This design comes from an exercise in tuning for small area, a short achievable clock period and few clock cycles per item on the open sky130 flow, not from production work.
Only simulation tests tie the RTL to the original design; equivalence was not proved.

Setup of alpha:
## dot_product
module dot_product #(
  parameter ADDR_WIDTH = 5,
  parameter WIDTH = 32
) (
  input clk,
  input rst,
  input [ADDR_WIDTH:0] len,
  input [WIDTH-1:0] a_data,
  input a_valid,
  output reg a_ready,
  input [WIDTH-1:0] b_data,
  input b_valid,
  output reg b_ready,
  output [WIDTH-1:0] c_data,
  output reg c_valid,
  input c_ready
);
Size in the first run: roughly 240 flip-flops, ~110 I/O pins, roughly 20000 µm² of cells after synthesis.
clock: 10.0 ns
lec_check: 0
cap_margin: 20
core_margin: 2
core_utilization: 40
place_density: 0.6
slew_margin: 20
standard.sh (not shown) runs the stock make flow with config.mk's settings and CLKGATE_MAP_FILE= SYNTH_SCRIPT=/design/flow/synth_recipe.tcl, a recipe that flattens the netlist after the stock synthesis.
==> flow/flow/run.sh <==
#!/bin/bash
# Own layout flow: the standard layout (standard synthesis, floorplan,
# placement, CTS, routing) run through standard.sh, with extra make settings
# read from flow/make_args.txt (one VAR=value per line). They set how hard
# timing repair works (a setup slack margin, so that repair keeps shortening
# the critical paths after the 10 ns clock is met) and which buffer cell
# buffers the ports. The design's clock and I/O constraints are unchanged.
# make's full output goes to flow_make.log here; each ORFS step also keeps
# its own log under orfs/logs/.
set -euo pipefail
cd "$(dirname "$0")/.."
args=()
while IFS= read -r line || [[ -n "$line" ]]; do
  [[ -z "$line" || "$line" == \#* ]] && continue
  args+=("$line")
done < flow/make_args.txt
bash standard.sh "${args[@]}" finish > flow_make.log 2>&1
==> flow/flow/make_args.txt <==
SETUP_SLACK_MARGIN=7.2
BUFFER_PORTS_ARGS=-buffer_cell sky130_fd_sc_hd__buf_2
Testbench counts of alpha, summed over its fixed seeds: cycles 10,109, items 512.
diff inputs: alpha => beta
==> flow/flow/make_args.txt <==
SETUP_SLACK_MARGIN=6.3
BUFFER_PORTS_ARGS=-buffer_cell sky130_fd_sc_hd__buf_2
[summary]
- Looking at beta and alpha, the number of buffers inserted by port buffering is a wash.
- When beta is set beside alpha, its share of cells above drive strength 1 turns out to be 25 points smaller.
- The sequential portion of the cell area in beta was higher than what alpha gave.
- Against alpha as the reference, beta delivers a lower via count.
- beta vs alpha on cell count: beta is the lower one.
- Compared with alpha, beta shows actual transition at the worst max-transition pin higher by 0.11 ns.
- beta vs. alpha: instance count after placement with tap cells included about even, routed length on met1 went down.
The following lists how gamma was set up differently from beta:
==> flow/flow/make_args.txt <==
SETUP_SLACK_MARGIN=6.9
BUFFER_PORTS_ARGS=-buffer_cell sky130_fd_sc_hd__buf_2
[summary]
Diff beta..gamma | global route total overflow | unchanged
Re flip-flop and latch count: no difference whatsoever between gamma and beta.
Compare beta and gamma | fraction of met1 tracks used by global routing lower: beta
Number of non-clock buffers in the layout (beta / gamma): 0.47


## build 62
Another version of the RTL of dot_product (not shown whole).
Size in the first run: about 110 I/O pins, ~20000 sq um of cells after synthesis.
export LEC_CHECK = 0
export CAP_MARGIN = 20
export CORE_MARGIN = 2
export CORE_UTILIZATION = 40
export PLACE_DENSITY = 0.6
export SLEW_MARGIN = 20
create_clock -name core_clock -period 10.0 [get_ports {clk}]
==> flow/flow/make_args.txt <==
SETUP_SLACK_MARGIN=6.5
BUFFER_PORTS_ARGS=-buffer_cell sky130_fd_sc_hd__buf_2
Scripts as last shown in full above: flow/flow/run.sh
Build 62: flow completed, timing, DRC and antenna clean
Testbench counts of build 62, summed over its fixed seeds: cycles 10,109, items 512.
What build 2 does differently from build 62 at the input level:
==> flow/flow/make_args.txt <==
SETUP_SLACK_MARGIN=6.6
BUFFER_PORTS_ARGS=-buffer_cell sky130_fd_sc_hd__buf_2
DONT_USE_CELLS=sky130_fd_sc_hd__probe_p_8 sky130_fd_sc_hd__probec_p_8 sky130_fd_sc_hd__lpflow_bleeder_1 sky130_fd_sc_hd__lpflow_clkbufkapwr_1 sky130_fd_sc_hd__lpflow_clkbufkapwr_16 sky130_fd_sc_hd__lpflow_clkbufkapwr_2 sky130_fd_sc_hd__lpflow_clkbufkapwr_4 sky130_fd_sc_hd__lpflow_clkbufkapwr_8 sky130_fd_sc_hd__lpflow_clkinvkapwr_1 sky130_fd_sc_hd__lpflow_clkinvkapwr_16 sky130_fd_sc_hd__lpflow_clkinvkapwr_2 sky130_fd_sc_hd__lpflow_clkinvkapwr_4 sky130_fd_sc_hd__lpflow_clkinvkapwr_8 sky130_fd_sc_hd__lpflow_decapkapwr_12 sky130_fd_sc_hd__lpflow_decapkapwr_3 sky130_fd_sc_hd__lpflow_decapkapwr_4 sky130_fd_sc_hd__lpflow_decapkapwr_6 sky130_fd_sc_hd__lpflow_decapkapwr_8 sky130_fd_sc_hd__lpflow_inputiso0n_1 sky130_fd_sc_hd__lpflow_inputiso0p_1 sky130_fd_sc_hd__lpflow_inputiso1n_1 sky130_fd_sc_hd__lpflow_inputiso1p_1 sky130_fd_sc_hd__lpflow_inputisolatch_1 sky130_fd_sc_hd__lpflow_isobufsrc_1 sky130_fd_sc_hd__lpflow_isobufsrc_16 sky130_fd_sc_hd__lpflow_isobufsrc_2 sky130_fd_sc_hd__lpflow_isobufsrc_4 sky130_fd_sc_hd__lpflow_isobufsrc_8 sky130_fd_sc_hd__lpflow_isobufsrckapwr_16 sky130_fd_sc_hd__lpflow_lsbuf_lh_hl_isowell_tap_1 sky130_fd_sc_hd__lpflow_lsbuf_lh_hl_isowell_tap_2 sky130_fd_sc_hd__lpflow_lsbuf_lh_hl_isowell_tap_4 sky130_fd_sc_hd__lpflow_lsbuf_lh_isowell_4 sky130_fd_sc_hd__lpflow_lsbuf_lh_isowell_tap_1 sky130_fd_sc_hd__lpflow_lsbuf_lh_isowell_tap_2 sky130_fd_sc_hd__lpflow_lsbuf_lh_isowell_tap_4 sky130_fd_sc_hd__fa_1 sky130_fd_sc_hd__fa_2 sky130_fd_sc_hd__fa_4 sky130_fd_sc_hd__ha_1 sky130_fd_sc_hd__ha_2 sky130_fd_sc_hd__ha_4
==> comparison <==
Lower clock period minus worst slack was reported by build 62, not build 2.
Going from build 62 to build 2, number of distinct library cells after synthesis grows by 28.
Compared to build 62, build 2 has fmax about 3.6% lower.
Share of the cycle needed by the critical path after routing: build 2 > build 62
For the data arrival time of the critical path, build 2 came in 0.11 ns higher than build 62 did.
| sum of met2 wire segment lengths after detailed routing | build 2 vs build 62 | about 15% higher |
Global-route usage (higher): build 2
Re signed area change from the synthesized netlist to the final layout: build 2 and build 62 aren't equal, and the higher value belongs to build 2.
Sort build 2 and build 62 by critical path depth, ascending, and build 2 comes first.
[inputs] build 89 vs build 2
- setting TNS_END_PERCENT to 30 for the first time
==> flow/flow/make_args.txt <==
SETUP_SLACK_MARGIN=6.6
BUFFER_PORTS_ARGS=-buffer_cell sky130_fd_sc_hd__buf_2
Build 2 completed every stage of the flow, and the final layout passed the timing, DRC and antenna checks. Build 89 reached the end of the flow, and the finished layout is clean on the timing, DRC and antenna checks. Horizontal die dimension is lower on build 89. When build 89 is set beside build 2, its sum of met2 wire segment lengths after detailed routing turns out to be 3600 um smaller. Comparing utilization for build 89 and build 2, the bigger number came from build 2. Of build 89 and build 2, the higher net count after synthesis belongs to build 2. In build 89 relative to build 2, count of clock-buffer cells in the layout had gone up by a few percent.
#### Input delta (build 91 over build 89)
- clearing TNS_END_PERCENT, which used to be 30
- putting GPL_ROUTABILITY_DRIVEN at 0 where nothing was set
- swapping 20 for 5 in CAP_MARGIN
- swapping 20 for 5 in SLEW_MARGIN
[summary]
- Diff build 89 -> build 91 | detailed-route vias per instance | increase of 0.30%
- Cmp build 89 and build 91 / smallest setup slack after layout / higher: build 89
- Build 89 vs build 91, cell type of the slowest stage on the worst timing path: sky130_fd_sc_hd__xnor2_1 vs sky130_fd_sc_hd__maj3_1
- Core util | build 91 vs build 89 | build 91 higher
- From build 89 to build 91 the numbers moved as follows: post-route fraction of the period consumed by the critical path increased 0.30 points; worst hold slack decreased 0.0047 ns.
- On slew at the pin closest to its max-slew limit: between build 89 and build 91, it ends up lower for build 89.
- Build 91 and build 89 ended up with roughly the same setup skew after layout.
What build 97 does differently from build 91 at the input level:
- CORE_UTILIZATION now 45, was 40
- PLACE_DENSITY now 0.55, was 0.6
- GPL_ROUTABILITY_DRIVEN no longer set, was 0
Notes after the runs:
- Compare build 97 and build 91 | length of the first detailed-routing pass in iterations lower: build 97
- Higher ratio of cells with drive above 1 in the final layout goes to build 91 over build 97.
- Changes observed in build 97 relative to build 91: total wire length dropped about 1.8%; count of clock-buffer cells in the layout lower; core utilization of the finished layout up 5.4 points; total non-filler cell area in the finished layout fell about 1.3%.
- The higher met3 layer usage reported by global route came out of build 97.
- Build 97: total met3 wirelength after detailed routing is 63 um higher than what build 91 reported.
- Build 97 vs build 91: non-clock buffer count down

## afterwards: timing with drivers on the ports
No port has a modelled driver above. Below, the same layouts with a new extraction and two added sets of constraints. Step 1 sets driving cells, clkbuf_16 on the clock port and buf_2 on the other inputs (assumed; they add their load-dependent delay and slew). Step 2 times the ports against the registers' clock, not the clock port: input delays grow and output delays shrink by t, the midpoint of the rising clock arrivals with the driver on. Slacks: no drivers / after step 1 / after step 2; pairs: no drivers / after step 1.
run	t, ns	setup WS [ns]	hold WS [ns]
alpha	0.617	6.680 / 6.680 / 6.421	0.465 / 0.465 / 0.465
beta	0.627	6.430 / 6.430 / 6.272	0.478 / 0.478 / 0.478
gamma	0.611	6.579 / 6.579 / 6.334	0.468 / 0.468 / 0.468
build 62	0.617	6.652 / 6.652 / 6.584	0.524 / 0.524 / 0.524
build 2	0.617	6.528 / 6.528 / 6.528	0.513 / 0.513 / 0.513
build 89	0.621	6.704 / 6.685 / 6.582	0.524 / 0.524 / 0.524
build 91	0.625	6.674 / 6.630 / 6.403	0.519 / 0.519 / 0.519
build 97	0.627	6.662 / 6.662 / 6.636	0.508 / 0.508 / 0.508
After both steps every run listed still meets setup and hold. The setup slack of build 91, which loses most, moves by -0.044 ns with the drivers and by -0.271 ns with both steps.
